From an optimization exercise on the open Yosys and OpenROAD flow, aimed at small area and a short achievable clock period; shortcuts taken in it are not production practice.
Where RTL was checked, it was by simulation tests only, not by an equivalence proof against the original.
Only the layout flow was run in runs 4 to 8; the RTL was not checked for function there.
Power figures rest on the tool's default switching activity, not on a simulated workload.

**design.v**
```verilog
module process(opcode,data,clk,rst,fout);
input [9:0]opcode;
input [4:0]data;
input clk,rst;
output [7:0]fout;
wire [7:0]r1,r2,r3,r4,a1,aout,bout,r11,r22,r33,r44;
wire [2:0]s,d;
wire [3:0]alf,de;
wire g;
control con(opcode,clk,alf,de,s,d,g);
muxl mu1(r11,r22,r33,r44,data,s,clk,a1);
alu al1(r1,a1,alf,clk,g,aout);
bus bu1(aout,clk,bout);
demux dd1(bout,d,clk,r1,r2,r3,r4);
regs reg1(r1,rst,clk,r11);
regs reg2(r2,rst,clk,r22);
regs reg3(r3,rst,clk,r33);
regs reg4(r4,rst,clk,r44);
assign fout=aout;
endmodule
module control(opcode,clk,alufn,dd,sou,des,r);
input [9:0]opcode;
input clk;
output reg[3:0]alufn,dd;
output reg[2:0]sou,des;
output reg r;
always@(posedge clk)
begin
dd<=opcode[9:6];
sou<=opcode[5:3];
des<=opcode[2:0];
case(opcode[9:6])
0:begin
r<=1'b1;
alufn<=4'b0000;
end
1:begin
r<=1'b0;
alufn<=4'b0000;
end
2:begin
r<=1'b0;
alufn<=4'b0001;
end
3:begin
r<=1'b0;
alufn<=4'b0010;
end
4:begin
r<=1'b0;
alufn<=4'b0011;
end
5:begin
r<=1'b0;
alufn<=4'b0100;
end
6:begin
r<=1'b0;
alufn<=4'b0101;
end
7:begin
r<=1'b0;
alufn<=4'b0110;
end
8:begin
r<=1'b0;
alufn<=4'b0111;
end
9:begin
r<=1'b0;
alufn<=4'b1000;
end
10:begin
r<=1'b0;
alufn<=4'b1001;
end
11:begin
r<=1'b0;
alufn<=4'b1010;
end
12:begin
r<=1'b0;
alufn<=4'b1011;
end
endcase
end
endmodule
module alu(a,b,ch,clk,rst,out);
input [7:0]a,b;
input clk,rst;
input[3:0]ch;
output [7:0]out;
reg [7:0]out;
wire [7:0]q;
div8 s1(a,b,q);
always@(posedge clk)
begin
if(rst)
begin
out<=8'b0;
end
else if(!rst)
begin
case(ch)
0 : out<=a+b;
1 : out<=a-b;
2 : out<=a*b;
3 : out<=q;
4 : out<=~a;
5 : out<=a&b;
6: out<=a|b;
7 : out<=a^b;
8 : out<=b<<1;
9 : out<=b>>1;
10 : out<={b[0],b[7:1]};
11 : out<={b[6:0],b[7]};
endcase
end
end
endmodule
module div8(divs,div,q);
input [7:0]divs,div;
output [7:0]q;
wire [3:0]r1,r2,r3,r4,r5;
assign q[7:5]=0;
div4 d1(divs[7:4],div[3:0],r1[3:0],q[4]);
div4 d2({r1[2:0],divs[3]},div[3:0],r2[3:0],q[3]);
div4 d3({r2[2:0],divs[2]},div[3:0],r3[3:0],q[2]);
div4 d4({r3[2:0],divs[1]},div[3:0],r4[3:0],q[1]);
div4 d5({r4[2:0],divs[0]},div[3:0],r5[3:0],q[0]);
endmodule
module div4(divs,div,rem,q);
input [3:0]divs,div;
output [3:0]rem;
output q;
reg [3:0]rem;
reg q;
wire [3:0]r,c;
cas1 c1(divs[0],div[0],1'b0,r[0],c[0]);
cas1 c2(divs[1],div[1],c[0],r[1],c[1]);
cas1 c3(divs[2],div[2],c[1],r[2],c[2]);
cas1 c4(divs[3],div[3],c[2],r[3],c[3]);
always@(divs or c or r)
begin
if(c[3])
begin
q=1'b0;
rem=divs;
end
else
begin
q=1'b1;
rem=r;
end
end
endmodule
module cas1(a,b,c,diff,brow);
input a,b,c;
output diff,brow;
assign diff=a^b^c;
assign brow=((~a)&b)|(b&c)|((~a)&c);
endmodule
module demux(busout,des,clk,rea,reb,rec,red);
input [7:0]busout;
input clk;
input[2:0]des;
output reg[7:0]rea,reb,rec,red;
always@(posedge clk)
begin
case(des)
0:begin
rea<=8'b0;
reb<=8'b0;
rec<=8'b0;
red<=8'b0;
end
1:rea<=busout;
2:reb<=busout;
3:rec<=busout;
4:red<=busout;
endcase
end
endmodule
module muxl(rea1,reb1,rec1,red1,exin,sou,clk,alin);
input [7:0] rea1,reb1,rec1,red1;
input	[4:0] exin;
input[2:0] sou;
input clk;
output reg [7:0]alin;
always@(posedge clk)
begin
case(sou)
0:alin<=8'b0;
1:alin<=rea1;
2:alin<=reb1;
3:alin<=rec1;
4:alin<=red1;
5:alin<=exin;
endcase
end
endmodule
module bus(aluout,clk,buout);
input[7:0]aluout;
input clk;
output[7:0]buout;
reg [7:0]buout;
always@(posedge clk)
begin
buout<=aluout;
end
endmodule
module regs(re,rst,clk,re1);
input [7:0]re;
input rst,clk;
output [7:0]re1;
reg [7:0]re1;
always@(posedge clk)
begin
if(rst)
begin
re1<=8'b0;
end
else
begin
re1<=re;
end
end
endmodule
```
**run.sh**
```bash
#!/bin/bash
# synth_recipe.tcl (not shown) runs the flow's synth.tcl, then flattens the netlist and writes it again
# the make line also repeats each setting of config.mk as NAME=value (left out here)
make -C /OpenROAD-flow-scripts/flow DESIGN_CONFIG=/design/flow/config.mk WORK_HOME=/design/flow/orfs CLKGATE_MAP_FILE= SYNTH_SCRIPT=/design/flow/synth_recipe.tcl finish
```
**config.mk**
```make
export PLATFORM = sky130hd
export DESIGN_NAME = process
export DESIGN_NICKNAME = process
export VERILOG_FILES = /design/flow/design.v
export SDC_FILE = /design/flow/constraint.sdc
export NUM_CORES = 4
export LEC_CHECK = 0
export CAP_MARGIN = 20
export CORE_MARGIN = 2
export CORE_UTILIZATION = 40
export SLEW_MARGIN = 20
```
**constraint.sdc**
```tcl
create_clock -name core_clock -period 7.5 [get_ports {clk}]
set_input_delay 1.5000 -clock core_clock [delete_from_list [all_inputs] [get_ports {clk}]]
set_output_delay 1.5000 -clock core_clock [all_outputs]
set_load 0.01 [all_outputs]
```
==> metrics.csv, run 1 <==
metric,value,unit
worst-path fanout max,6,
Reg2Reg Setup Slack,0.32,ns
r2r startpoint,dd1.rea[4],
Netlist cell types,65,
TritonRoute pass-1 iters,6,
die area,0.0164,mm2
post-synth top area share,21.9,%
NetSw,0.000563,W
Ys Warns,7,
clk buf depth,2,
overall routed net length,14700,um
synthesized instance count,630,
final hold vios,0,
gp weighted congestion,0.899,
clock tree sinks,99,
worst clock skew,0.0119,ns
sequential power share,40.6,%
cell area after synthesis,0.00616,mm2
maximum vdd drop,0.000174,V
static leakage,2.92,nW
placed cell area,0.00659,mm2
vias in the first global route,4411,
register area,0.00243,mm2
syn_nets,715,
slowest CP cell,fa_1,
count of antenna-violating nets left after detailed routing,0,
ys flop type,dfxtp_1,
Critical Path RT,7.79,ns
dpl ws,-0.0684,ns
combinational power share,30.4,%
critical path class,flip-flop to flip-flop,
drt via density,5.30,
multi-input logic area,0.00341,mm2
largest net degree at the start of global routing,33,
GRT Util Overall,19.0,%
Overflow after GRT,0,
outcome,timing/DRC/antenna clean,
"CTS clk-pin slew, worst paths",0.08,ns
met2 WL,6720,um
Setup crit end kind,flip-flop,
IO Port Bufs,24,
Max-Cap Viols,0,
period utilization,95.8,%
antenna violations before repair,0,
Hold Crit Start,al1.out[2],
H-tree Lvls,3,
dpl hpwl,10900,um
Synth async-reset ratio,0,%
fillers,1441,
critical path startpoint category,flip-flop,
die height,128,um
final core occ,46.1,%
Layout Cells excl Fill,847,
"top cells by count, synth","60 x nor2_1, 54 x dfxtp_1, 49 x ha_1, 49 x inv_1, 45 x edfxtp_1",
P_int,0.00112,W
"EDFF count, synth",45,
number of buffers created by CTS,9,
Seq cells post-synth,99,
worst slew pin tran,0.958,ns
"Data arrival, critical path",7.47,ns
share of layout cells above drive strength 1,11.4,%
Final Critical Period,7.18,ns
Core ar.,0.0151,mm2
Site Rows,45,
io pins,25,
DR WL met3,960,um
"Avg Cell Area, Syn",9.78,um2
CTS tree,built,
top post-synthesis cells by area,"edfxtp_1 22%, dfxtp_1 18%, ha_1 9.9%",
drt wl/cell,17.4,um
met1 WL,6690,um
Post-CTS Hold Buffers,0,
Post-Place Cells,823,
Clk network pwr share,29.0,%
DRC viols,0,
"Clk Latency, worst-skew pair",0.35,ns
Synth area leader,edfxtp_1,
Root Buffer,clkbuf_16,
sequential area share after synthesis,39.5,%
CP startpoint,dd1.rea[4],
Antenna diodes,0,
effective utilization at floorplan,40.7,%
worst rel slew slack,35.9,%
Slew Limit Fails,0,
worst min path class,flip-flop to flip-flop,
worst setup margin,0.318,ns
first-pass GRT wire length,24000,um
top routing layer in use,met4,
Crit path largest cell delay,0.43,ns
PD cells,241,mW/mm2
Syn-to-layout area delta,13.3,%
Final nets,739,
dominant cell by count in the synthesized netlist,nor2_1,
fmax,0.139,GHz
sw frac,33.4,%
Die X-Extent,128,um
Starting DRT DRC Count,285,
DR vias,4491,
# setup viols final,0,
final instance area,0.00698,mm2
layout by cell type, fill, tap and decap left out, types with 5 or more instances in the layout:
master           netlist  routed
nor2_1                60      59
dfxtp_1               54      54
inv_1                 49      48
ha_1                  49      48
edfxtp_1              45      45
nand2_1               41      41
nor2b_1               31      31
a21oi_1               32      31
and3_1                26      26
xnor2_1               25      25
clkdlybuf4s50_1        0      23
o21ai_0               21      21
buf_4                  0      19
nor3_1                15      15
fa_1                  19      15
and2_1                11      11
o211ai_1               9       9
mux2_2                 9       9
mux2i_1                9       9
clkbuf_16              0       9
xor2_1                 8       8
a22oi_1                9       8
nand3_1                7       7
o22ai_1                5       5
metal layers:
layer  up-vias  GRT usage, %
li1       2226             -
met4         0          6.46
met5         -             0
met1      2115          26.1
met2       127          29.5
met3        23          4.38
through the flow:
step / hold WS, ns / power (W) / TNS [ns]
after global placement: 0.360 / 0.00117 / 0
after detailed placement: 0.362 / 0.00118 / -0.0684
final: 0.376 / 0.00168 / 0
after CTS: 0.379 / 0.00168 / 0
after global routing: 0.389 / 0.00178 / -0.00193
after floorplan: 0.393 / 0.00103 / 0
area by class of cell:
class                   instances  share of cell area [%]
inverters                      53                    2.85
repair buffers                 43                    5.41
multi-input cells             448                    48.9
flip-flops and latches         99                    34.8
clock buffers                   9                    3.23
well taps                     188                    3.37
clock inverters                 7                    1.40
final timing paths:
kind / depth (start not counted) / end
min reg2reg: 0 / bu1.buout[2]
min: 0 / bu1.buout[2]
max reg2reg: 31 / al1.out[0]
max: 31 / al1.out[0]
what timing repair did:
| action | in CTS | in global routing |
|---|---|---|
| pin swaps | 4 | 9 |
| setup endpoints to repair | 1 | 1 |
| setup buffers | 3 | 5 |
| cloned | 0 | 0 |
| resized for setup | 2 | 5 |
logic make-up after synthesis:
| family | Yosys count | synth area share [%] |
|---|---|---|
| simple gates | 210 | 17.2 |
| compound gates | 113 | 12.5 |
| flops | 99 | 39.5 |
| buf+inv | 83 | 5.62 |
| fa+ha+maj | 72 | 16.8 |
| xor+xnor | 33 | 4.69 |
| mux | 20 | 3.76 |
power by group through the flow:
stage,clock network (W),logic [W],registers (W)
3_5_place_dp,0,0.000488,0.000695
5_1_grt,0.000520,0.000569,0.000691
3_3_place_gp,0,0.000479,0.000695
6_report,0.000488,0.000512,0.000683
2_1_floorplan,0,0.000363,0.000665
4_1_cts,0.000499,0.000498,0.000683
critical path: cells and delay by family (launching register included):
kind | cells | cell delay [ns]
multiplexers | 2 | 0.48
flip-flops | 1 | 0.41
AND/OR/NAND/NOR | 7 | 0.93
buffers and inverters | 3 | 0.21
AO/OA/AOI/OAI | 8 | 1.33
adder cells (fa/ha/maj) | 11 | 3.77
registers in the layout (all words and copies together) (netlist names):
register and flops:
con.r 1, reg3.re1 8, dd1.rea 8, dd1.red 8, mu1.alin 8, dd1.rec 8
al1.out 8, dd1.reb 8, con.des 3, bu1.buout 8, reg4.re1 8, con.alufn 4
con.sou 3, reg1.re1 8, reg2.re1 8
==> run 2, diff against run 1 <==
==> design.v (replaced) <==
module process(opcode,data,clk,rst,fout);
input [9:0]opcode;
input [4:0]data;
input clk,rst;
output [7:0]fout;
reg [3:0] fc;
reg sd, sh;
reg [2:0] d;
reg [7:0] qa;
reg [7:0] A, O, B;
reg [7:0] R1, R2, R3, R4;
wire [3:0] op = opcode[9:6];
wire [2:0] so = opcode[5:3];
always @(posedge clk) begin
  if (op <= 4'd12) fc <= op;
  sd <= (so == 3'd5);
  sh <= so[2] & so[1];
  d  <= opcode[2:0];
  if (rst) qa <= 8'b0;
  else case (so)
    3'd1: qa <= R1;
    3'd2: qa <= R2;
    3'd3: qa <= R3;
    3'd4: qa <= R4;
    default: qa <= 8'b0;
  endcase
  if (sd) A <= {3'b000, data};
  else if (!sh) A <= qa;
  B <= O;
  case (d)
    3'd0: begin R1 <= 8'b0; R2 <= 8'b0; R3 <= 8'b0; R4 <= 8'b0; end
    3'd1: R1 <= B;
    3'd2: R2 <= B;
    3'd3: R3 <= B;
    3'd4: R4 <= B;
    default: ;
  endcase
end
wire [7:0] a = R1;
wire [7:0] b = A;
wire [3:0] D = b[3:0];
wire [4:0] q;
wire [3:0] m4, m3, m2, m1;
wire [4:0] t4 = {1'b0, a[7:4]} - {1'b0, D};
assign q[4] = ~t4[4];
assign m4 = q[4] ? t4[3:0] : a[7:4];
wire [3:0] p3 = {m4[2:0], a[3]};
wire [4:0] t3 = {1'b0, p3} - {1'b0, D};
assign q[3] = ~t3[4];
assign m3 = q[3] ? t3[3:0] : p3;
wire [3:0] p2 = {m3[2:0], a[2]};
wire [4:0] t2 = {1'b0, p2} - {1'b0, D};
assign q[2] = ~t2[4];
assign m2 = q[2] ? t2[3:0] : p2;
wire [3:0] p1 = {m2[2:0], a[1]};
wire [4:0] t1 = {1'b0, p1} - {1'b0, D};
assign q[1] = ~t1[4];
assign m1 = q[1] ? t1[3:0] : p1;
wire [3:0] p0 = {m1[2:0], a[0]};
assign q[0] = (p0 >= D);
reg [7:0] y;
always @* begin
  case (fc)
    4'd1: y = a + b;
    4'd2: y = a - b;
    4'd3: y = a * b;
    4'd4: y = {3'b000, q};
    4'd5: y = ~a;
    4'd6: y = a & b;
    4'd7: y = a | b;
    4'd8: y = a ^ b;
    4'd9: y = {b[6:0], 1'b0};
    4'd10: y = {1'b0, b[7:1]};
    4'd11: y = {b[0], b[7:1]};
    4'd12: y = {b[6:0], b[7]};
    default: y = 8'b0;
  endcase
end
always @(posedge clk) O <= y;
assign fout = O;
endmodule
--- a/config.mk
+++ b/config.mk
@@ -9,3 +9,4 @@
 export CORE_MARGIN = 2
 export CORE_UTILIZATION = 40
+export SETUP_SLACK_MARGIN = 3
 export SLEW_MARGIN = 20
==> run 2 against run 1 <==
  * Still clean
  * Clock power down 22%
  * Clock-buffer cell count unchanged
  * Flip-flop and latch count down 26
  * Power down 14%
  * Critical endpoint is now O[0]
  * Largest cell class unchanged
==> metrics.csv, run 2 <==
metric,value,unit
clk buf depth,2,
Hold Crit Start,O[5],
worst clock skew,0.00853,ns
fmax,0.174,GHz
Max-Cap Viols,0,
vias in the first global route,3823,
critical path startpoint category,flip-flop,
worst slew pin tran,1.25,ns
Post-CTS Hold Buffers,0,
period utilization,76.7,%
drt via density,5.25,
Syn-to-layout area delta,20.3,%
static leakage,2.59,nW
Core ar.,0.0126,mm2
first-pass GRT wire length,20100,um
syn_nets,590,
worst-path fanout max,6,
final hold vios,0,
Overflow after GRT,0,
H-tree Lvls,3,
CP startpoint,R1[4],
critical path class,flip-flop to flip-flop,
slowest CP cell,edfxtp_1,
dominant cell by count in the synthesized netlist,ha_1,
synthesized instance count,496,
Ys Warns,1,
"EDFF count, synth",41,
Synth async-reset ratio,0,%
Final nets,639,
Netlist cell types,59,
worst min path class,flip-flop to flip-flop,
maximum vdd drop,0.000287,V
"Clk Latency, worst-skew pair",0.33,ns
worst rel slew slack,15.6,%
Global Route met1 Usage,26.0,%
final instance area,0.00616,mm2
FF-to-FF End,O[0],
crit path to,O[0],
r2r startpoint,R1[4],
post-synth top area share,24.0,%
Antenna diodes,0,
number of buffers created by CTS,9,
sequential area share after synthesis,36.6,%
PD cells,236,mW/mm2
top post-synthesis cells by area,"edfxtp_1 24%, ha_1 15%, dfxtp_1 13%",
"Data arrival, critical path",5.97,ns
largest net degree at the start of global routing,17,
die height,117,um
DRC viols,0,
fillers,1127,
drt wl/cell,17.6,um
"CTS clk-pin slew, worst paths",0.06,ns
multi-input logic area,0.00312,mm2
die area,0.0137,mm2
Critical Path RT,7.72,ns
Crit path largest cell delay,0.45,ns
GR Util met3,2.63,%
GRT Max-Usage Layer,met2,
count of antenna-violating nets left after detailed routing,0,
ys flop type,edfxtp_1,
Die X-Extent,117,um
cell area after synthesis,0.00512,mm2
met2 layer usage reported by global route,32.9,%
"commonest non-fill, non-tap cells in the layout","57 x ha_1, 52 x nor2_1, 42 x inv_1",
Reg2Reg Setup Slack,1.75,ns
placed cell area,0.00558,mm2
"commonest non-fill, non-tap cell in the layout",ha_1,
CTS tree,built,
share of layout cells above drive strength 1,15.6,%
dpl hpwl,9030,um
antenna violations before repair,0,
Seq cells post-synth,73,
# setup viols final,0,
io pins,25,
RSZ-0062 raised after global routing,yes,
effective utilization at floorplan,40.7,%
Setup crit end kind,flip-flop,
"Avg Cell Area, Syn",10.3,um2
clock tree sinks,73,
Site Rows,41,
TritonRoute pass-1 iters,4,
Final Critical Period,5.75,ns
register area,0.00187,mm2
outcome,timing/DRC/antenna clean,
overall routed net length,12700,um
FF-to-FF path depth,29,
Root Buffer,clkbuf_16,
Synth area leader,edfxtp_1,
DR vias,3787,
IO Port Bufs,24,
setup TNS,0,ns
critical path's most frequent cell,o21a_1,
Starting DRT DRC Count,248,
gp weighted congestion,0.878,
GRT Util Overall,19.7,%
Slew Limit Fails,0,
"top cells by count, synth","60 x ha_1, 52 x nor2_1, 46 x inv_1",
## run 2: how the worst min path moves through the flow
stage                     cells past startpoint  endpoint  slack (ns)
after floorplan                               0      B[0]        0.38
after global placement                        0      B[1]        0.34
after detailed placement                      0      B[1]        0.34
after CTS                                     0      B[5]        0.36
after global routing                          0      B[3]        0.36
final                                         0      B[5]        0.36
## run 2: repair_timing
item,CTS,global route
setup buffers,24,6
pin swaps,12,13
resized for setup,11,9
endpoints found under the setup margin,4,3
## run 2: logic make-up after synthesis
| family | count (synthesis) | synth area share [%] |
|---|---|---|
| adder cells (fa/ha/maj) | 77 | 21.3 |
| multiplexers | 14 | 2.93 |
| buffers and inverters | 64 | 5.01 |
| XOR/XNOR | 32 | 6.16 |
| flip-flops | 73 | 36.6 |
| AO/OA/AOI/OAI | 93 | 13.1 |
| AND/OR/NAND/NOR | 143 | 15.0 |
## run 2: worst max-delay path: cells and delay by family (launching register included)
family                     cells  cell delay [ns]
AOI/OAI and AO/OA             12             1.96
adders and majority gates      6             1.53
and+or+nand+nor                8             1.17
DFF                            1             0.45
muxes                          1             0.34
buffers and inverters          2             0.16
## run 2: layout make-up
class	count	area share, %
timing repair buffer	56	8.13
tap	172	3.49
clock inverter	7	0.752
sequential	73	30.4
multi-input combinational	359	50.7
clock buffer	9	3.66
inverter	46	2.93
## run 2: per-stage QoR
step	power (W)	instances	hold slack [ns]	utilization, %	setup slack (ns)
2_1_floorplan	0.000830	496	0.382	-	1.71
3_3_place_gp	0.000943	676	0.343	44.4	1.39
3_5_place_dp	0.000958	676	0.340	44.4	1.11
4_1_cts	0.00141	716	0.357	48.3	1.77
5_1_grt	0.00154	722	0.363	49.0	1.47
6_report	0.00145	722	0.355	49.0	1.75
## run 2: where the power goes
group | total (W) | internal, W | switching, W
Clock | 0.000379 | 0.000223 | 0.000156
Sequential | 0.000505 | 0.000464 | 0.0000416
Combinational | 0.000570 | 0.000300 | 0.000269
## run 2: metal layers
metal / part of all wire (%) / wire, um / up-vias
li1: - / - / 1853
met1: 44 / 5640 / 1814
met2: 48 / 6100 / 94
met3: 4.9 / 628 / 26
met4: 2.6 / 329 / 0
met5: 0 / 0 / -
==> run 3, diff against run 2 <==
--- a/config.mk
+++ b/config.mk
@@ -9,4 +9,3 @@
 export CORE_MARGIN = 2
 export CORE_UTILIZATION = 40
-export SETUP_SLACK_MARGIN = 3
 export SLEW_MARGIN = 20
==> run 3 against run 2 <==
  * Synthesized area did not move
  * Sequential share of layout area rose by 2.0 points
  * Die area did not move
  * Flip-flop and latch count did not move
  * Via count fell by 3.1%
  * Synthesized cell count did not move
  * Routed wire length fell by 5.9%
  * Clock skew barely moved
  * Critical path type unchanged
  * Largest cell class unchanged
  * Highest routed layer unchanged
==> metrics.csv, run 3 <==
metric,value,unit
Max-Cap Viols,0,
"Avg Cell Area, Syn",10.3,um2
Synth area leader,edfxtp_1,
PD cells,226,mW/mm2
first-pass GRT wire length,19500,um
Antenna diodes,0,
Post-CTS Hold Buffers,0,
drt wl/cell,17.2,um
static leakage,2.43,nW
WP buf/inv,2,
PostCTS Resize Cnt,0,
dpl hpwl,9000,um
fmax,0.145,GHz
sequential power share,38.8,%
cell area after synthesis,0.00512,mm2
RSZ-0062 raised after global routing,no,
Hold Path Depth,0,
FF-to-FF End,O[0],
final hold vios,0,
sw frac,32.3,%
worst rel slew slack,35.2,%
clk buf depth,2,
"Data arrival, critical path",7.09,ns
Reg2Reg Setup Slack,0.62,ns
Core ar.,0.0126,mm2
Overflow after GRT,0,
"Clk Latency, worst-skew pair",0.33,ns
TritonRoute pass-1 iters,6,
r2r startpoint,R1[4],
"commonest non-fill, non-tap cell in the layout",ha_1,
die height,117,um
number of buffers created by CTS,9,
synthesized instance count,496,
Syn-to-layout area delta,13.0,%
post-synth top area share,24.0,%
worst-path fanout max,9,
count of antenna-violating nets left after detailed routing,0,
DR vias,3670,
io pins,25,
Ys Warns,1,
"commonest non-fill, non-tap cells in the layout","60 x ha_1, 52 x nor2_1, 46 x inv_1",
top post-synthesis cells by area,"edfxtp_1 24%, ha_1 15%, dfxtp_1 13%",
ys flop type,edfxtp_1,
syn_nets,590,
IO Port Bufs,24,
Starting DRT DRC Count,272,
die area,0.0137,mm2
overall routed net length,11900,um
vias in the first global route,3637,
combinational power share,32.2,%
Critical Path RT,7.71,ns
critical path class,flip-flop to flip-flop,
Die X-Extent,117,um
Site Rows,41,
critical path startpoint category,flip-flop,
effective utilization at floorplan,40.7,%
sequential area share after synthesis,36.6,%
Hold Crit Start,O[5],
"EDFF count, synth",41,
Setup crit end kind,flip-flop,
outcome,timing/DRC/antenna clean,
Slew Limit Fails,0,
antenna violations before repair,0,
clock tree sinks,73,
gp weighted congestion,0.887,
CP top delay family,compound AO/OA/AOI/OAI gates,
"top cells by count, synth","60 x ha_1, 52 x nor2_1, 46 x inv_1",
Final nets,611,
NetSw,0.000422,W
dominant cell by count in the synthesized netlist,ha_1,
GRT Util Overall,18.7,%
Crit path largest cell delay,0.56,ns
Final Critical Period,6.88,ns
Synth async-reset ratio,0,%
DRC viols,0,
worst setup margin,0.623,ns
"CTS clk-pin slew, worst paths",0.06,ns
period utilization,91.7,%
dpl ws,0.704,ns
Seq cells post-synth,73,
Root Buffer,clkbuf_16,
share of layout cells above drive strength 1,6.51,%
# setup viols final,0,
CTS tree,built,
P_int,0.000886,W
largest net degree at the start of global routing,18,
slowest CP cell,edfxtp_1,
drt via density,5.29,
Fin Hold WS,0.356,ns
H-tree Lvls,3,
Clk network pwr share,29.0,%
worst clock skew,0.00830,ns
Netlist cell types,59,
FF-to-FF path depth,29,
worst min path class,flip-flop to flip-flop,
setup TNS,0,ns
WHS Endpoint,B[5],
worst slew pin tran,0.968,ns
maximum vdd drop,0.000196,V
setup bufs post-CTS,0,
==> run 3: cell counts after synthesis <==
Identical to the previous run, type by type.
==> run 3: power by group through the flow <==
stage	clock network [W]	registers, W	logic, W
after CTS	0.000386	0.000509	0.000421
after floorplan	0	0.000497	0.000306
final	0.000379	0.000507	0.000421
after global placement	0	0.000516	0.000403
after detailed placement	0	0.000517	0.000416
after global routing	0.000404	0.000515	0.000474
==> run 3: layout make-up <==
cell class,count,area (um2)
tap,172,215
sequential,73,1870
clock inverter,6,33.8
clock buffer,10,229
inverter,46,173
multi-input combinational,359,2990
fill,1188,6780
timing repair buffer,28,270
==> run 3: per-stage QoR <==
step	utilization, %	area (um2)	std cells	total power [W]
3_5_place_dp	43.9	5510	677	0.000933
4_1_cts	46.0	5780	693	0.00132
2_1_floorplan	-	5120	496	0.000802
3_3_place_gp	43.9	5510	677	0.000919
5_1_grt	46.0	5780	694	0.00139
6_report	46.0	5780	694	0.00131
==> run 3: kinds of logic after synthesis <==
| logic type | synth area share (%) |
|---|---|
| and+or+nand+nor | 15.0 |
| AOI/OAI and AO/OA | 13.1 |
| adders and majority gates | 21.3 |
| DFF | 36.6 |
| buffers and inverters | 5.01 |
| xor gates and xnor gates | 6.16 |
| muxes | 2.93 |
==> run 3: worst max path at each step <==
| stage | from | endpoint | slack [ns] | depth (start not counted) |
|---|---|---|---|---|
| 2_1_floorplan | A[1] | O[0] | 1.10 | 29 |
| 3_3_place_gp | R1[4] | O[0] | 1.04 | 29 |
| 3_5_place_dp | R1[4] | O[0] | 0.70 | 29 |
| 4_1_cts | R1[4] | O[0] | 0.66 | 29 |
| 5_1_grt | R1[4] | O[0] | 0.12 | 29 |
| 6_report | R1[4] | O[0] | 0.62 | 29 |
==> run 3: metal layers <==
| layer | vias up | share of wire, % | GRT usage [%] | routed length (um) |
|---|---|---|---|---|
| li1 | 1797 | - | - | - |
| met1 | 1774 | 46 | 25.8 | 5500 |
| met2 | 90 | 48 | 30.7 | 5730 |
| met3 | 9 | 5.2 | 3.71 | 622 |
| met4 | 0 | 0.70 | 4.55 | 84 |
| met5 | - | 0 | 0 | 0 |
==> run 4, diff against run 3 <==
--- a/design.v
+++ b/design.v
@@ -39,24 +39,22 @@
 wire [7:0] a = R1;
 wire [7:0] b = A;
+function [3:0] dstep;  
+  input [2:0] m; input aj; input [3:0] D;
+  reg q, b0, b1; reg [2:0] s;
+  begin
+    q = (m > D[3:1]) | ((m == D[3:1]) & (aj | ~D[0]));
+    b0 = ~aj & D[0];
+    b1 = (~m[0] & D[1]) | (~m[0] & b0) | (D[1] & b0);
+    s = {m[1] ^ D[2] ^ b1, m[0] ^ D[1] ^ b0, aj ^ D[0]};
+    dstep = {q, q ? s : {m[1:0], aj}};
+  end
+endfunction
 wire [3:0] D = b[3:0];
-wire [4:0] q;
-wire [3:0] m4, m3, m2, m1;
-wire [4:0] t4 = {1'b0, a[7:4]} - {1'b0, D};
-assign q[4] = ~t4[4];
-assign m4 = q[4] ? t4[3:0] : a[7:4];
-wire [3:0] p3 = {m4[2:0], a[3]};
-wire [4:0] t3 = {1'b0, p3} - {1'b0, D};
-assign q[3] = ~t3[4];
-assign m3 = q[3] ? t3[3:0] : p3;
-wire [3:0] p2 = {m3[2:0], a[2]};
-wire [4:0] t2 = {1'b0, p2} - {1'b0, D};
-assign q[2] = ~t2[4];
-assign m2 = q[2] ? t2[3:0] : p2;
-wire [3:0] p1 = {m2[2:0], a[1]};
-wire [4:0] t1 = {1'b0, p1} - {1'b0, D};
-assign q[1] = ~t1[4];
-assign m1 = q[1] ? t1[3:0] : p1;
-wire [3:0] p0 = {m1[2:0], a[0]};
-assign q[0] = (p0 >= D);
+wire [3:0] s4 = dstep(a[7:5], a[4], D);
+wire [3:0] s3 = dstep(s4[2:0], a[3], D);
+wire [3:0] s2 = dstep(s3[2:0], a[2], D);
+wire [3:0] s1 = dstep(s2[2:0], a[1], D);
+wire [3:0] s0 = dstep(s1[2:0], a[0], D);
+wire [4:0] q = {s4[3], s3[3], s2[3], s1[3], s0[3]};
 reg [7:0] y;
 always @* begin
--- a/config.mk
+++ b/config.mk
@@ -9,3 +9,4 @@
 export CORE_MARGIN = 2
 export CORE_UTILIZATION = 40
+export SETUP_SLACK_MARGIN = 3
 export SLEW_MARGIN = 20
==> run 4 against run 3 <==
  * Utilization up 4.2 points
  * Maximum frequency up 15%
  * Non-clock buffer count up 39
  * Power up 27%
  * Largest cell class unchanged
  * Largest power group is now combinational cells
  * Highest routed layer unchanged
==> metrics.csv, run 4 <==
metric,value,unit
CP startpoint,A[1],
Final nets,704,
sw frac,34.0,%
fmax,0.167,GHz
Setup crit end kind,flip-flop,
Netlist cell types,58,
Syn-to-layout area delta,23.7,%
NetSw,0.000566,W
Clk network pwr share,25.8,%
clk buf depth,2,
CTS tree,built,
P_int,0.00110,W
Starting DRT DRC Count,356,
# setup viols final,0,
fillers,1228,
critical path class,flip-flop to flip-flop,
PD cells,252,mW/mm2
gp weighted congestion,0.936,
cell area after synthesis,0.00534,mm2
drt wl/cell,18.7,um
WP buf/inv,4,
die area,0.0143,mm2
dpl ws,1.07,ns
ys flop type,edfxtp_1,
Post-CTS Hold Buffers,0,
maximum vdd drop,0.000274,V
drt via density,5.50,
vias in the first global route,4293,
outcome,timing/DRC/antenna clean,
H-tree Lvls,3,
worst min path class,flip-flop to flip-flop,
sequential power share,30.5,%
Root Buffer,clkbuf_16,
"Data arrival, critical path",6.15,ns
worst-path fanout max,12,
TritonRoute pass-1 iters,5,
"top cells by count, synth","62 x ha_1, 61 x nor2_1, 41 x edfxtp_1",
Slew Limit Fails,0,
Core ar.,0.0131,mm2
worst rel slew slack,32.8,%
top post-synthesis cells by area,"edfxtp_1 23%, ha_1 15%, dfxtp_1 12%",
die height,120,um
"Clk Latency, worst-skew pair",0.32,ns
Overflow after GRT,0,
Reg2Reg Setup Slack,1.53,ns
effective utilization at floorplan,40.6,%
Synth async-reset ratio,0,%
clock tree sinks,73,
RSZ-0062 raised after global routing,yes,
Layout Cells excl Fill,792,
Fin Hold WS,0.355,ns
IO Port Bufs,24,
syn_nets,645,
synthesized instance count,552,
io pins,25,
worst clock skew,0.00532,ns
post-synth top area share,23.1,%
count of antenna-violating nets left after detailed routing,0,
share of layout cells above drive strength 1,18.0,%
"commonest non-fill, non-tap cells in the layout","59 x nor2_1, 56 x ha_1, 41 x edfxtp_1",
worst slew pin tran,1.00,ns
Final Power,0.00166,W
Antenna diodes,0,
r2r startpoint,A[1],
period utilization,79.6,%
Synth area leader,edfxtp_1,
Max-Cap Viols,0,
DR vias,4356,
DRC viols,0,
multi-input logic area,0.00344,mm2
slowest CP cell,fa_2,
Post-Place Cells,737,
dpl hpwl,10300,um
"EDFF count, synth",41,
GRT Util Overall,20.9,%
"CTS clk-pin slew, worst paths",0.06,ns
dominant cell by count in the synthesized netlist,ha_1,
register area,0.00187,mm2
Critical Path RT,7.68,ns
final hold vios,0,
Hold Crit Start,O[4],
Die X-Extent,120,um
Ys Warns,1,
critical path startpoint category,flip-flop,
number of buffers created by CTS,9,
CP top delay family,adder cells,
combinational power share,43.7,%
antenna violations before repair,0,
Crit path largest cell delay,0.46,ns
overall routed net length,14800,um
"Avg Cell Area, Syn",9.67,um2
Seq cells post-synth,73,
worst setup margin,1.53,ns
"commonest non-fill, non-tap cell in the layout",nor2_1,
largest net degree at the start of global routing,28,
setup TNS,0,ns
Final Critical Period,5.97,ns
static leakage,2.78,nW
Site Rows,42,
first-pass GRT wire length,23000,um
sequential area share after synthesis,35.1,%
-- run 4: cell count changes in the layout (fill, tap and decap cells not counted), sizes merged, moves of 5 or more --
cell	delta
buf	+39
nand2	+18
o21ai	+13
and3	+12
inv	-12
nor2	+10
xnor2	+10
and2	-8
a21oi	+5
o221ai	+5
-- run 4: power by group through the flow --
stage	Clock (W)	Sequential, W	Combinational, W
after floorplan	0	0.000496	0.000437
final	0.000430	0.000507	0.000726
after detailed placement	0	0.000517	0.000563
after CTS	0.000439	0.000508	0.000656
after global placement	0	0.000517	0.000551
after global routing	0.000458	0.000512	0.000786
-- run 4: worst register-to-register path: cells and delay by family, from the launching register on --
kind | cells | cell delay [ns]
adder cells (fa/ha/maj) | 5 | 1.66
AO/OA/AOI/OAI | 11 | 1.65
AND/OR/NAND/NOR | 8 | 0.74
buffers and inverters | 4 | 0.61
multiplexers | 2 | 0.60
flip-flops | 1 | 0.42
XOR/XNOR | 1 | 0.17
-- run 4: through the flow --
stage	area (um2)	utilization, %
3_3_place_gp	5810	44.2
3_5_place_dp	5810	44.2
6_report	6600	50.2
2_1_floorplan	5390	-
4_1_cts	6410	48.8
5_1_grt	6600	50.2
-- run 4: cell families after synthesis --
| group | after synthesis | share of synthesized area, % |
|---|---|---|
| AOI/OAI and AO/OA | 119 | 16.0 |
| xor gates and xnor gates | 36 | 5.91 |
| adders and majority gates | 78 | 20.2 |
| buffers and inverters | 56 | 3.94 |
| DFF | 73 | 35.1 |
| muxes | 13 | 2.72 |
| and+or+nand+nor | 177 | 16.2 |
-- run 4: layout make-up --
class / count / area share (%)
clock buffer: 12 / 4.28
multi-input combinational: 423 / 52.1
inverter: 37 / 2.45
sequential: 73 / 28.4
tap: 176 / 3.34
timing repair buffer: 67 / 9.02
clock inverter: 4 / 0.474
-- run 4: worst paths after layout --
check	endpoint	cells after the start
min	B[4]	0
max reg2reg	O[0]	31
max	O[0]	31
min reg2reg	B[4]	0
-- run 4: what timing repair did --
action,4_1_cts,5_1_grt
buffers inserted,21,18
setup endpoints to repair,4,4
resized for setup,29,10
pin swaps,14,13
-- run 4: per-layer routing --
layer / GRT usage, % / up-vias / share of wire [%]
met1: 28.2 / 2068 / 44
met4: 8.97 / 0 / 3.0
met5: 0 / - / 0
li1: - / 2098 / -
met3: 3.42 / 33 / 6.0
met2: 33.4 / 157 / 47
==> run 5, diff against run 4 <==
==> flow/run.sh (new file) <==
#!/bin/bash
# Standard layout, but without mapping adders to the slow fa/ha cells, so
# abc can restructure the arithmetic for speed.
set -euo pipefail
bash standard.sh ADDER_MAP_FILE= finish > standard.log 2>&1
==> standard.sh (new file) <==
#!/bin/bash
# synth_recipe.tcl (not shown) runs the flow's synth.tcl, then flattens the netlist and writes it again
# the make line also repeats each setting of config.mk as NAME=value (left out here)
make -C /OpenROAD-flow-scripts/flow DESIGN_CONFIG=/design/flow/config.mk WORK_HOME=/design/flow/orfs CLKGATE_MAP_FILE= SYNTH_SCRIPT=/design/flow/synth_recipe.tcl "${@:-finish}"
removed: run.sh
==> run 5 against run 4 <==
  * Power is 14% lower
  * Synthesized cell count is 27% higher
  * Via count is 26% higher
  * Synthesized area is 8.7% higher
  * Clock-buffer cell count is 3 lower
  * Global-route usage is 0.26 points higher
  * Critical path depth is 11 lower
  * First-iteration DRC count is 73% higher
  * Worst hold slack better by 0.0039 ns
  * Worst setup slack better by 0.84 ns
  * Sequential share of layout area is 1.4 points lower
  * Register-to-register slack better by 0.84 ns
  * Critical path type unchanged
==> metrics.csv, run 5 <==
metric,value,unit
dpl hpwl,11200,um
worst clock skew,0.00545,ns
final hold vios,0,
register area,0.00187,mm2
Starting DRT DRC Count,615,
io pins,25,
setup TNS,0,ns
CTS tree,built,
Netlist cell types,84,
clock tree sinks,73,
Site Rows,44,
critical path class,flip-flop to flip-flop,
H-tree Lvls,3,
die height,124,um
WP buf/inv,2,
count of antenna-violating nets left after detailed routing,0,
# setup viols final,0,
Hold Crit Start,O[7],
Max-Cap Viols,0,
overall routed net length,17100,um
period utilization,68.4,%
number of buffers created by CTS,9,
post-synth top area share,21.2,%
Crit path largest cell delay,0.48,ns
drt wl/cell,18.6,um
cell area after synthesis,0.00580,mm2
Synth area leader,edfxtp_1,
worst path cell trace,buf_6 > and2b_2 > nor4_4 > or2_4 > o211ai_1 > a211o_4 > o31ai_4 > o41ai_2 > a31oi_1 > a31oi_2 > buf_4 > a21oi_4 > o22ai_1 > a311oi_4 > a31oi_4 > o311a_1 > a311o_1 > xnor2_1 > maj3_2 > o21ai_2,
Layout Cells excl Fill,921,
Setup crit end kind,flip-flop,
worst min path class,flip-flop to flip-flop,
Final Critical Period,5.13,ns
Core ar.,0.0144,mm2
Root Buffer,clkbuf_16,
vias in the first global route,5339,
share of layout cells above drive strength 1,16.7,%
"commonest non-fill, non-tap cell in the layout",nand2_1,
synthesized instance count,700,
"EDFF count, synth",41,
clk buf depth,2,
Seq cells post-synth,73,
drt via density,5.97,
first-pass GRT wire length,26800,um
CP startpoint,R1[5],
"Data arrival, critical path",5.40,ns
TritonRoute pass-1 iters,6,
gp weighted congestion,0.854,
Critical Path RT,7.77,ns
RSZ-0062 raised after global routing,yes,
worst rel slew slack,32.3,%
r2r startpoint,R1[5],
slowest CP cell,edfxtp_1,
effective utilization at floorplan,40.4,%
maximum vdd drop,0.000290,V
"CTS clk-pin slew, worst paths",0.06,ns
ys flop type,edfxtp_1,
IO Port Bufs,24,
GRT Util Overall,21.2,%
"top cells by count, synth","80 x nand2_1, 69 x nor2_1, 59 x xnor2_1",
Antenna diodes,0,
Final nets,749,
fillers,1341,
die area,0.0155,mm2
DRC viols,0,
antenna violations before repair,0,
Overflow after GRT,0,
Syn-to-layout area delta,19.5,%
largest net degree at the start of global routing,31,
syn_nets,717,
"commonest non-fill, non-tap cells in the layout","80 x nand2_1, 67 x nor2_1, 58 x xnor2_1",
Ys Warns,1,
Die X-Extent,124,um
Fin Hold WS,0.358,ns
multi-input logic area,0.00381,mm2
Slew Limit Fails,0,
CP top delay family,compound AO/OA/AOI/OAI gates,
"Avg Cell Area, Syn",8.29,um2
worst slew pin tran,1.01,ns
static leakage,2.50,nW
dominant cell by count in the synthesized netlist,nand2_1,
top post-synthesis cells by area,"edfxtp_1 21%, dfxtp_1 11%, xnor2_1 8.9%",
outcome,timing/DRC/antenna clean,
DR vias,5496,
Synth async-reset ratio,0,%
fmax,0.195,GHz
critical path startpoint category,flip-flop,
sequential area share after synthesis,32.3,%
worst-path fanout max,6,
Post-Place Cells,860,
PD cells,207,mW/mm2
"Clk Latency, worst-skew pair",0.33,ns
-- run 5: cell families after synthesis --
family	count (synthesis)	synth area share (%)
AO/OA/AOI/OAI	183	23.1
XOR/XNOR	78	11.8
buffers and inverters	67	5.02
adder cells (fa/ha/maj)	16	2.80
flip-flops	73	32.3
multiplexers	13	2.44
AND/OR/NAND/NOR	270	22.6
-- run 5: path summary, 6_finish.rpt --
check             depth (start not counted)   end  slack (ns)
setup / recovery                         20  O[0]        2.37
hold / removal                            0  B[7]        0.36
setup reg to reg                         20  O[0]        2.37
hold reg to reg                           0  B[7]        0.36
-- run 5: power by group --
part | switching, W | internal, W
logic | 0.000266 | 0.000205
clock network | 0.000167 | 0.000295
registers | 0.0000417 | 0.000460
-- run 5: per-stage QoR --
stage	cell area (um2)	total power (W)	utilization, %	worst slack, ns
final	6930	0.00143	48.2	2.37
after global routing	6930	0.00150	48.2	2.18
after CTS	6790	0.00142	47.3	2.44
after detailed placement	6100	0.000906	42.4	1.29
after global placement	6100	0.000900	42.4	1.60
after floorplan	5830	0.000799	-	2.86
-- run 5: repair_timing --
action,in CTS,in global routing
resized for setup,18,17
setup buffers,38,7
hold buffers,0,0
setup endpoints to repair,4,3
hold endpoints to repair,0,0
pin swaps,11,11
-- run 5: final cells by class --
type                            count  share of cell area, %
Clock inverter                      7                   1.46
Multi-Input combinational cell    560                   55.0
Timing Repair Buffer               75                   9.15
Sequential cell                    73                   27.0
Inverter                           13                  0.812
Tap cell                          184                   3.32
Clock buffer                        9                   3.25
-- run 5: routing by layer --
layer  vias up  GRT usage, %  wire (um)
li1       2608             -          -
met1      2645          26.9       7360
met2       209          36.5       8330
met4         0          7.73        393
met5         -             0          0
met3        34          3.44       1010
==> run 6, diff against run 5 <==
==> design.v (replaced) <==
module process(opcode,data,clk,rst,fout);
input [9:0]opcode;
input [4:0]data;
input clk,rst;
output [7:0]fout;
reg [3:0] fc;
reg sd, sh;
reg [2:0] d;
reg [7:0] qa;
reg [7:0] A, O, B;
reg [7:0] R1, R2, R3, R4;
reg [7:1] a3;       
reg [1:0] dq;       
reg [2:0] dm;       
wire [3:0] op = opcode[9:6];
wire [2:0] so = opcode[5:3];
wire [7:0] r1n = (d == 3'd0) ? 8'b0 : (d == 3'd1) ? B : R1;
wire [7:0] an = sd ? {3'b000, data} : sh ? A : qa;
function [3:0] dstep;  
  input [2:0] m; input aj; input [3:0] D;
  reg q, b0, b1; reg [2:0] s;
  begin
    q = (m > D[3:1]) | ((m == D[3:1]) & (aj | ~D[0]));
    b0 = ~aj & D[0];
    b1 = (~m[0] & D[1]) | (~m[0] & b0) | (D[1] & b0);
    s = {m[1] ^ D[2] ^ b1, m[0] ^ D[1] ^ b0, aj ^ D[0]};
    dstep = {q, q ? s : {m[1:0], aj}};
  end
endfunction
wire [3:0] n4 = dstep(r1n[7:5], r1n[4], an[3:0]);
wire [3:0] n3 = dstep(n4[2:0], r1n[3], an[3:0]);
always @(posedge clk) begin
  if (op <= 4'd12) fc <= op;
  sd <= (so == 3'd5);
  sh <= so[2] & so[1];
  d  <= opcode[2:0];
  if (rst) qa <= 8'b0;
  else case (so)
    3'd1: qa <= R1;
    3'd2: qa <= R2;
    3'd3: qa <= R3;
    3'd4: qa <= R4;
    default: qa <= 8'b0;
  endcase
  A <= an;
  B <= O;
  case (d)
    3'd0: begin R1 <= 8'b0; R2 <= 8'b0; R3 <= 8'b0; R4 <= 8'b0; end
    3'd1: R1 <= B;
    3'd2: R2 <= B;
    3'd3: R3 <= B;
    3'd4: R4 <= B;
    default: ;
  endcase
  a3 <= r1n[7:1] + r1n[6:0];
  dq <= {n4[3], n3[3]};
  dm <= n3[2:0];
end
wire [7:0] a = R1;
wire [7:0] b = A;
wire [3:0] s2 = dstep(dm, a[2], b[3:0]);
wire [3:0] s1 = dstep(s2[2:0], a[1], b[3:0]);
wire [3:0] s0 = dstep(s1[2:0], a[0], b[3:0]);
wire [4:0] q = {dq, s2[3], s1[3], s0[3]};
wire [7:0] m3 = {a3, a[0]};
function [7:0] pp;
  input [1:0] dg; input [7:0] x, x3;
  case (dg)
    2'd0: pp = 8'b0;
    2'd1: pp = x;
    2'd2: pp = {x[6:0], 1'b0};
    default: pp = x3;
  endcase
endfunction
wire [7:0] p0 = pp(b[1:0], a, m3);
wire [7:0] p1 = pp(b[3:2], a, m3);
wire [7:0] p2 = pp(b[5:4], a, m3);
wire [7:0] p3 = pp(b[7:6], a, m3);
wire [7:0] prod = p0 + {p1[5:0], 2'b0} + {p2[3:0], 4'b0} + {p3[1:0], 6'b0};
reg [7:0] y;
always @* begin
  case (fc)
    4'd1: y = a + b;
    4'd2: y = a - b;
    4'd3: y = prod;
    4'd4: y = {3'b000, q};
    4'd5: y = ~a;
    4'd6: y = a & b;
    4'd7: y = a | b;
    4'd8: y = a ^ b;
    4'd9: y = {b[6:0], 1'b0};
    4'd10: y = {1'b0, b[7:1]};
    4'd11: y = {b[0], b[7:1]};
    4'd12: y = {b[6:0], b[7]};
    default: y = 8'b0;
  endcase
end
always @(posedge clk) O <= y;
assign fout = O;
endmodule
--- a/config.mk
+++ b/config.mk
@@ -9,4 +9,4 @@
 export CORE_MARGIN = 2
 export CORE_UTILIZATION = 40
-export SETUP_SLACK_MARGIN = 3
+export SETUP_SLACK_MARGIN = 4
 export SLEW_MARGIN = 20
==> run 6 against run 5 <==
  * Still clean
  * Cell area fell by 4.5%
  * Cell count fell by 8.1%
  * Die area fell by 3.2%
  * Synthesized area fell by 3.3%
  * Flip-flop and latch count rose by 12
  * Clock skew rose by 0.0046 ns
  * Sequential power rose by 16%
  * Maximum frequency rose by 50%
  * Non-clock buffer count fell by 6
  * Register-to-register slack improved by 1.7 ns
  * Global-route usage barely moved
  * Highest routed layer unchanged
==> metrics.csv, run 6 <==
metric,value,unit
Starting DRT DRC Count,501,
Final Critical Period,3.43,ns
ys flop type,dfxtp_1,
Critical Path RT,7.74,ns
overall routed net length,16000,um
FF-to-FF End,O[7],
drt wl/cell,18.9,um
GRT Util Overall,21.2,%
first-pass GRT wire length,24400,um
synthesized instance count,625,
setup TNS,0,ns
cell area after synthesis,0.00561,mm2
Post-CTS Hold Buffers,0,
worst rel slew slack,37.7,%
register area,0.00207,mm2
"top cells by count, synth","57 x nor2_1, 48 x dfxtp_1, 46 x nand2_1",
Root Buffer,clkbuf_16,
fillers,1336,
Synth area leader,edfxtp_1,
slowest CP cell,maj3_2,
io pins,25,
dominant cell by count in the synthesized netlist,nor2_1,
H-tree Lvls,3,
Site Rows,43,
outcome,timing/DRC/antenna clean,
die height,122,um
share of layout cells above drive strength 1,15.5,%
Synth async-reset ratio,0,%
Slew Limit Fails,0,
CP startpoint,data[3],
worst path cell trace,dlygate4sd2_1 > nand2_2 > o21ai_4 > nand2_1 > and4_1 > a211o_4 > a211oi_4 > a211oi_2 > maj3_2 > o21a_1 > a221o_1,
Reg2Reg Setup Slack,4.12,ns
fmax,0.292,GHz
"CTS clk-pin slew, worst paths",0.07,ns
Hold Path Depth,0,
dpl ws,3.28,ns
post-synth top area share,19.8,%
largest net degree at the start of global routing,32,
period utilization,45.7,%
Crit path largest cell delay,0.34,ns
worst-path fanout max,6,
final hold vios,0,
clk buf depth,2,
Antenna diodes,0,
Netlist cell types,74,
Setup crit end kind,flip-flop,
antenna violations before repair,0,
DRC viols,0,
gp weighted congestion,0.856,
drt via density,5.79,
worst setup margin,4.07,ns
Clk network pwr share,34.0,%
combinational power share,25.0,%
Final nets,678,
TritonRoute pass-1 iters,5,
DR vias,4901,
"commonest non-fill, non-tap cells in the layout","56 x nor2_1, 48 x dfxtp_1, 44 x buf_4",
vias in the first global route,4479,
worst clock skew,0.0101,ns
Die X-Extent,122,um
critical path startpoint category,input port,
"Avg Cell Area, Syn",8.98,um2
RSZ-0062 raised after global routing,no,
Seq cells post-synth,85,
"Data arrival, critical path",3.66,ns
r2r startpoint,fc[2],
critical path class,input port to flip-flop,
sequential area share after synthesis,36.9,%
FF-to-FF path depth,10,
P_int,0.000986,W
count of antenna-violating nets left after detailed routing,0,
Hold Crit Start,O[2],
static leakage,2.42,nW
PD cells,215,mW/mm2
effective utilization at floorplan,40.8,%
CTS tree,built,
Overflow after GRT,0,
# setup viols final,0,
syn_nets,642,
sw frac,30.7,%
"commonest non-fill, non-tap cell in the layout",nor2_1,
final core occ,48.1,%
Max-Cap Viols,0,
clock tree sinks,85,
die area,0.0150,mm2
NetSw,0.000437,W
worst slew pin tran,0.932,ns
multi-input logic area,0.00337,mm2
WHS Endpoint,B[2],
"EDFF count, synth",37,
number of buffers created by CTS,9,
sequential power share,41.0,%
Core ar.,0.0138,mm2
top post-synthesis cells by area,"edfxtp_1 20%, dfxtp_1 17%, xnor2_1 6.1%",
IO Port Bufs,24,
Syn-to-layout area delta,17.9,%
"Clk Latency, worst-skew pair",0.34,ns
worst min path class,flip-flop to flip-flop,
Ys Warns,1,
dpl hpwl,10600,um
maximum vdd drop,0.000114,V
## run 6: cell count changes after synthesis, sizes merged, moves of 9 or more
| cell | previous run | this run |
|---|---|---|
| nor2 | 69 | 57 |
| xnor2 | 59 | 39 |
| and3 | 32 | 8 |
| a22o | 0 | 9 |
| clkbuf | 39 | 30 |
| and2 | 15 | 33 |
| mux2 | 6 | 15 |
| nand2 | 80 | 46 |
| nor2b | 9 | 22 |
| dfxtp | 32 | 48 |
| a21oi | 42 | 25 |
## run 6: logic make-up (layout without fill, tap and decap cells)
logic type      count (synthesis)  after routing  synth area share (%)
xor+xnor                       54             54                  8.69
simple gates                  225            225                  20.8
compound gates                169            169                  22.1
buf+inv                        55             96                  4.21
fa+ha+maj                      10             10                  1.85
mux                            27             27                  5.44
flops                          85             85                  36.9
## run 6: critical path: cells and delay by family
family,cells,cell delay (ns)
adders and majority gates,1,0.34
AOI/OAI and AO/OA,6,1.26
buffers and inverters,1,0.20
and+or+nand+nor,3,0.36
## run 6: worst max path at each step
stage	end	slack (ns)	depth (start not counted)
4_1_cts	dm[1]	3.99	11
6_report	dm[1]	4.07	11
2_1_floorplan	dm[1]	3.98	11
3_3_place_gp	dm[1]	3.36	11
3_5_place_dp	dm[1]	3.28	11
5_1_grt	dm[1]	4.01	11
## run 6: layout make-up
| cell class | count | area share, % |
|---|---|---|
| repair buffers | 69 | 8.68 |
| clock buffers | 13 | 4.59 |
| flip-flops and latches | 85 | 31.3 |
| inverters | 11 | 0.624 |
| multi-input cells | 485 | 51.0 |
| well taps | 180 | 3.40 |
| clock inverters | 3 | 0.435 |
## run 6: metal layers
metal / wire length, um / up-vias / global-route usage (%) / share of wire [%]
li1: - / 2374 / - / -
met1: 7310 / 2346 / 28.9 / 46
met2: 7490 / 160 / 34.3 / 47
met3: 917 / 21 / 3.53 / 5.7
met4: 264 / 0 / 7.04 / 1.7
met5: 0 / - / 0 / 0
## run 6: stage by stage
| step | cells | hold slack [ns] | cell area [um2] | total power (W) |
|---|---|---|---|---|
| after floorplan | 625 | 0.382 | 5620 | 0.000814 |
| after global placement | 793 | 0.332 | 5950 | 0.000905 |
| after detailed placement | 793 | 0.342 | 5950 | 0.000914 |
| after CTS | 824 | 0.355 | 6430 | 0.00141 |
| after global routing | 846 | 0.359 | 6620 | 0.00148 |
| final | 846 | 0.352 | 6620 | 0.00142 |
## run 6: timing repair
item	CTS	global route
buffers inserted	15	22
resized for setup	13	9
pin swaps	8	7
setup endpoints to repair	5	3
## run 6: power by group through the flow
stage               Sequential [W]  Clock, W  Combinational (W)
CTS                       0.000587  0.000488           0.000333
floorplan                 0.000568         0           0.000246
global route              0.000589  0.000507           0.000388
finish                    0.000584  0.000484           0.000356
detailed placement        0.000601         0           0.000313
global placement          0.000600         0           0.000305
==> run 7, diff against run 6 <==
--- a/config.mk
+++ b/config.mk
@@ -9,4 +9,4 @@
 export CORE_MARGIN = 2
 export CORE_UTILIZATION = 40
-export SETUP_SLACK_MARGIN = 4
+export SETUP_SLACK_MARGIN = 3
 export SLEW_MARGIN = 20
==> run 7 against run 6 <==
  * Die area is the same
  * Clock skew up 0.0024 ns
  * Clock-buffer cell count fell by 4
  * Synthesized area stayed put
  * Register-to-register slack got worse by 0.39 ns
  * Clock power shrank 2%
  * Power down 2.8%
  * Combinational power shrank 11%
  * Non-clock buffer count down 37
  * Cell count down 4.4%
  * Critical endpoint unchanged
  * Maximum frequency decreased by 13%
  * Routed wire length decreased by 6.3%
==> metrics.csv, run 7 <==
metric,value,unit
static leakage,2.21,nW
"Data arrival, critical path",4.17,ns
RSZ-0062 raised after global routing,no,
"commonest non-fill, non-tap cell in the layout",nor2_1,
Synth async-reset ratio,0,%
worst clock skew,0.0124,ns
DR vias,4683,
worst min path class,flip-flop to flip-flop,
gp weighted congestion,0.872,
Starting DRT DRC Count,443,
Slew Limit Fails,0,
period utilization,52.4,%
Syn-to-layout area delta,11.5,%
setup TNS,0,ns
Clk network pwr share,34.4,%
vias in the first global route,4444,
critical path startpoint category,input port,
DRC viols,0,
H-tree Lvls,3,
Netlist cell types,74,
combinational power share,22.9,%
worst rel slew slack,34.4,%
"Clk Latency, worst-skew pair",0.35,ns
fmax,0.254,GHz
worst-path fanout max,8,
clk buf depth,2,
PD cells,221,mW/mm2
Die X-Extent,122,um
maximum vdd drop,0.000117,V
dpl hpwl,10500,um
"CTS clk-pin slew, worst paths",0.07,ns
Seq cells post-synth,85,
syn_nets,642,
"Avg Cell Area, Syn",8.98,um2
Crit path largest cell delay,0.50,ns
largest net degree at the start of global routing,32,
overall routed net length,15000,um
"top cells by count, synth","57 x nor2_1, 48 x dfxtp_1, 46 x nand2_1",
dominant cell by count in the synthesized netlist,nor2_1,
drt wl/cell,18.5,um
cell area after synthesis,0.00561,mm2
TritonRoute pass-1 iters,5,
critical path class,input port to flip-flop,
Site Rows,43,
"commonest non-fill, non-tap cells in the layout","57 x nor2_1, 48 x dfxtp_1, 46 x nand2_1",
effective utilization at floorplan,40.8,%
P_int,0.000944,W
sequential area share after synthesis,36.9,%
# setup viols final,0,
slowest CP cell,clkdlybuf4s50_1,
IO Port Bufs,24,
CTS tree,built,
clock tree sinks,85,
"EDFF count, synth",37,
Setup crit end kind,flip-flop,
top post-synthesis cells by area,"edfxtp_1 20%, dfxtp_1 17%, xnor2_1 6.1%",
die area,0.0150,mm2
Reg2Reg Setup Slack,3.73,ns
number of buffers created by CTS,9,
worst slew pin tran,0.980,ns
first-pass GRT wire length,23800,um
Synth area leader,edfxtp_1,
Critical Path RT,7.74,ns
worst path cell trace,clkdlybuf4s50_1 > mux2i_4 > inv_2 > o211ai_2 > and4_1 > a211o_1 > o21ai_0 > a211oi_2 > maj3_2 > o21a_1 > a221o_1,
Core ar.,0.0138,mm2
Max-Cap Viols,0,
final core occ,45.4,%
GRT Util Overall,20.7,%
count of antenna-violating nets left after detailed routing,0,
Final nets,641,
Overflow after GRT,0,
share of layout cells above drive strength 1,8.74,%
Antenna diodes,0,
antenna violations before repair,0,
die height,122,um
Final Critical Period,3.93,ns
Root Buffer,clkbuf_16,
final hold vios,0,
sw frac,31.8,%
post-synth top area share,19.8,%
Post-CTS Hold Buffers,0,
sequential power share,42.7,%
io pins,25,
drt via density,5.79,
synthesized instance count,625,
Ys Warns,1,
ys flop type,dfxtp_1,
NetSw,0.000440,W
outcome,timing/DRC/antenna clean,
PostCTS Resize Cnt,0,
setup bufs post-CTS,0,
run 7: cell types whose count changed in the layout (fill, tap and decap cells not counted), sizes merged, moves of 2 or more:
cell | before | now
buf | 46 | 8
clkbuf | 13 | 9
clkdlybuf4s50 | 20 | 24
dlygate4sd2 | 2 | 0
run 7: metal layers:
layer / track usage [%] / wire length [um] / vias up / part of all wire, %
met5: 0 / 0 / - / 0
met4: 6.68 / 265 / 0 / 1.8
met3: 3.30 / 703 / 16 / 4.7
met2: 33.0 / 6920 / 121 / 46
met1: 28.7 / 7090 / 2243 / 47
li1: - / - / 2303 / -
run 7: stage by stage:
step	power [W]	setup slack, ns	cell area, um2	hold WS [ns]	cells
6_report	0.00138	3.57	6260	0.344	809
2_1_floorplan	0.000813	3.89	5610	0.382	625
3_5_place_dp	0.000913	3.21	5940	0.337	793
3_3_place_gp	0.000904	3.32	5940	0.332	793
4_1_cts	0.00139	3.59	6260	0.344	809
5_1_grt	0.00145	3.43	6260	0.355	809
run 7: power by group through the flow:
stage	combinational, W	sequential, W	clock, W
2_1_floorplan	0.000246	0.000568	0
3_3_place_gp	0.000304	0.000600	0
3_5_place_dp	0.000312	0.000601	0
4_1_cts	0.000314	0.000591	0.000483
5_1_grt	0.000346	0.000598	0.000507
6_report	0.000317	0.000591	0.000476
run 7: worst max-delay path, delay by kind of cell:
family / cells / cell delay [ns]
compound gates: 6 / 1.37
fa+ha+maj: 1 / 0.34
buf+inv: 2 / 0.65
mux: 1 / 0.11
simple gates: 1 / 0.21
run 7: worst paths after layout:
kind | start | end | depth (start not counted)
setup / recovery | data[1] | dm[1] | 11
hold / removal | O[2] | B[2] | 0
setup reg to reg | fc[1] | O[7] | 10
hold reg to reg | O[2] | B[2] | 0
run 7: layout make-up:
| type | instances | area [um2] |
|---|---|---|
| Sequential cell | 85 | 2070 |
| Timing Repair Buffer | 32 | 300 |
| Fill cell | 1347 | 7510 |
| Tap cell | 180 | 225 |
| Inverter | 11 | 41.3 |
| Multi-Input combinational cell | 485 | 3300 |
| Clock buffer | 9 | 225 |
| Clock inverter | 7 | 91.3 |
run 7: kinds of logic after synthesis:
group                    Yosys count  synth area share [%]
AND/OR/NAND/NOR                  225                  20.8
AO/OA/AOI/OAI                    169                  22.1
flip-flops                        85                  36.9
buffers and inverters             55                  4.21
XOR/XNOR                          54                  8.69
multiplexers                      27                  5.44
adder cells (fa/ha/maj)           10                  1.85
==> run 8, diff against run 7 <==
--- a/config.mk
+++ b/config.mk
@@ -8,5 +8,6 @@
 export CAP_MARGIN = 20
 export CORE_MARGIN = 2
-export CORE_UTILIZATION = 40
-export SETUP_SLACK_MARGIN = 3
+export CORE_UTILIZATION = 65
+export CTS_BUF_LIST = sky130_fd_sc_hd__clkbuf_4 sky130_fd_sc_hd__clkbuf_8
+export SETUP_SLACK_MARGIN = 4
 export SLEW_MARGIN = 20
==> run 8 against run 7 <==
  * First-iteration DRC count rose by 42%
  * Utilization rose by 31 points
  * Clock-buffer cell count did not move
  * Routed wire length rose by 3.5%
  * Worst setup slack improved by 0.51 ns
  * Largest power group unchanged
  * Clock skew rose by 0.0031 ns
  * Power fell by 9.8%
==> metrics.csv, run 8 <==
metric,value,unit
worst clock skew,0.0156,ns
worst min path class,flip-flop to flip-flop,
GRT Util Overall,32.7,%
Critical Path RT,7.76,ns
DRC viols,0,
effective utilization at floorplan,67.6,%
Die X-Extent,96.9,um
maximum vdd drop,0.000156,V
"EDFF count, synth",37,
fillers,601,
IO Port Bufs,24,
final instance area,0.00633,mm2
register area,0.00207,mm2
Antenna diodes,0,
Synth async-reset ratio,0,%
final hold vios,0,
io pins,25,
Site Rows,33,
H-tree Lvls,3,
worst slew pin tran,0.964,ns
Seq cells post-synth,85,
slowest CP cell,a211o_4,
Final nets,675,
clk buf depth,2,
share of layout cells above drive strength 1,15.1,%
sequential area share after synthesis,36.9,%
critical path class,input port to flip-flop,
CTS tree,built,
Crit path largest cell delay,0.37,ns
"Data arrival, critical path",3.68,ns
number of buffers created by CTS,9,
"top cells by count, synth","57 x nor2_1, 48 x dfxtp_1, 46 x nand2_1",
"Clk Latency, worst-skew pair",0.37,ns
Reg2Reg Setup Slack,4.13,ns
Slew Limit Fails,0,
multi-input logic area,0.00335,mm2
die height,96.9,um
CP top delay family,compound AO/OA/AOI/OAI gates,
RSZ-0062 raised after global routing,yes,
drt via density,6.62,
Root Buffer,clkbuf_8,
Syn-to-layout area delta,12.8,%
worst-path fanout max,7,
placed cell area,0.00584,mm2
setup TNS,0,ns
DR vias,5081,
dominant cell by count in the synthesized netlist,nor2_1,
final core occ,76.3,%
"commonest non-fill, non-tap cell in the layout",nor2_1,
dpl hpwl,10400,um
Ys Warns,1,
WHS Endpoint,B[7],
antenna violations before repair,0,
die area,0.00939,mm2
WP buf/inv,2,
Post-CTS Hold Buffers,0,
PD cells,197,mW/mm2
count of antenna-violating nets left after detailed routing,0,
top post-synthesis cells by area,"edfxtp_1 20%, dfxtp_1 17%, xnor2_1 6.1%",
Max-Cap Viols,0,
TritonRoute pass-1 iters,6,
Final Power,0.00125,W
cell area after synthesis,0.00561,mm2
period utilization,45.7,%
clock tree sinks,85,
static leakage,2.33,nW
fmax,0.292,GHz
worst path cell trace,dlygate4sd2_1 > mux2_4 > o211ai_2 > a21o_1 > a211o_4 > and4_1 > a211oi_2 > maj3_2 > buf_4 > nor2_1 > a221o_1,
drt wl/cell,20.2,um
worst rel slew slack,35.2,%
gp weighted congestion,0.881,
Final Critical Period,3.42,ns
FF-to-FF End,O[7],
"commonest non-fill, non-tap cells in the layout","56 x nor2_1, 46 x dfxtp_1, 45 x nand2_1",
"CTS clk-pin slew, worst paths",0.10,ns
r2r startpoint,A[1],
"Avg Cell Area, Syn",8.98,um2
Setup crit end kind,flip-flop,
largest net degree at the start of global routing,32,
post-synth top area share,19.8,%
vias in the first global route,4706,
# setup viols final,0,
Starting DRT DRC Count,629,
outcome,timing/DRC/antenna clean,
Synth area leader,edfxtp_1,
overall routed net length,15500,um
critical path startpoint category,input port,
Hold Crit Start,O[7],
Hold Path Depth,0,
synthesized instance count,625,
syn_nets,642,
Core ar.,0.00830,mm2
FF-to-FF path depth,11,
Overflow after GRT,0,
Netlist cell types,74,
first-pass GRT wire length,24600,um
ys flop type,dfxtp_1,
==> run 8: routing by layer <==
| layer | vias to the layer above | track usage (%) | wire, um |
|---|---|---|---|
| li1 | 2360 | - | - |
| met1 | 2404 | 45.3 | 6610 |
| met2 | 261 | 52.6 | 7170 |
| met3 | 56 | 5.92 | 1230 |
| met4 | 0 | 9.43 | 496 |
| met5 | - | 0 | 0 |
==> run 8: area by class of cell <==
type | count | share of cell area, %
multi-input combinational | 485 | 53.0
inverter | 11 | 0.652
clock buffer | 9 | 1.96
clock inverter | 7 | 0.909
tap | 105 | 2.08
sequential | 85 | 32.8
timing repair buffer | 66 | 8.66
==> run 8: kinds of logic (layout without fill, tap and decap cells) <==
group                      Yosys count  in the layout  synth area share [%]
and+or+nand+nor                    225            225                  20.8
AOI/OAI and AO/OA                  169            169                  22.1
DFF                                 85             85                  36.9
buffers and inverters               55             93                  4.21
xor gates and xnor gates            54             54                  8.69
muxes                               27             27                  5.44
adders and majority gates           10             10                  1.85
==> run 8: repair_timing <==
item	in CTS	in global routing
pin swaps	8	8
setup endpoints to repair	5	3
setup buffers	18	18
resized for setup	10	8
==> run 8: metrics by stage <==
| stage | setup WS, ns | cells | hold WS, ns |
|---|---|---|---|
| 2_1_floorplan | 3.98 | 625 | 0.382 |
| 3_3_place_gp | 3.37 | 716 | 0.334 |
| 3_5_place_dp | 3.23 | 716 | 0.339 |
| 4_1_cts | 4.01 | 750 | 0.370 |
| 5_1_grt | 3.96 | 768 | 0.373 |
| 6_report | 4.08 | 768 | 0.363 |
==> run 8: worst max-delay path by stage <==
stage	start	endpoint	cells after the start
final	data[0]	dm[1]	11
after global routing	fc[3]	O[7]	10
after CTS	data[1]	dm[1]	11
after detailed placement	data[1]	dm[1]	11
after global placement	data[1]	dm[1]	11
after floorplan	data[1]	dm[1]	11
==> run 8: where the power goes <==
| group | internal (W) | switching (W) | leakage [nW] | total, W |
|---|---|---|---|---|
| registers | 0.000530 | 0.0000555 | 0.763 | 0.000586 |
| clock network | 0.000126 | 0.000185 | 0.0902 | 0.000310 |
| logic | 0.000165 | 0.000188 | 1.48 | 0.000352 |
| total | 0.000821 | 0.000428 | 2.33 | 0.00125 |

re-timing with driven ports:
No port has a modelled driver above. Below, the same layouts with a new extraction and two added sets of constraints. Step 1 assumes that a clkbuf_16 drives the clock port and a buf_2 every other input. Step 2 adds t to the input delays and takes it off the output delays; t is the mean of the earliest and latest rising clock arrival at the registers after step 1. Input paths then give back, and output paths get back, about the clock's delay inside the block. Slacks: ideal ports / drivers / drivers and shift; pairs: ideal ports / drivers.
run | shift t [ns] | setup WS [ns] | worst setup path at the end
run 1 | 0.383 | 0.318 / 0.318 / 0.318 | register to register
run 2 | 0.359 | 1.747 / 1.747 / 1.747 | register to register
run 3 | 0.357 | 0.623 / 0.623 / 0.623 | register to register
run 4 | 0.359 | 1.529 / 1.529 / 1.529 | register to register
run 5 | 0.364 | 2.371 / 2.371 / 2.371 | register to register
run 6 | 0.379 | 4.074 / 4.094 / 3.715 | input to register
run 7 | 0.381 | 3.567 / 3.582 / 3.201 | input to register
run 8 | 0.398 | 4.076 / 4.079 / 3.681 | input to register
After both steps setup and hold are still met in every run listed. For run 8, which loses most, drivers alone change the setup slack by +0.003 ns; drivers and shift together by -0.395 ns.
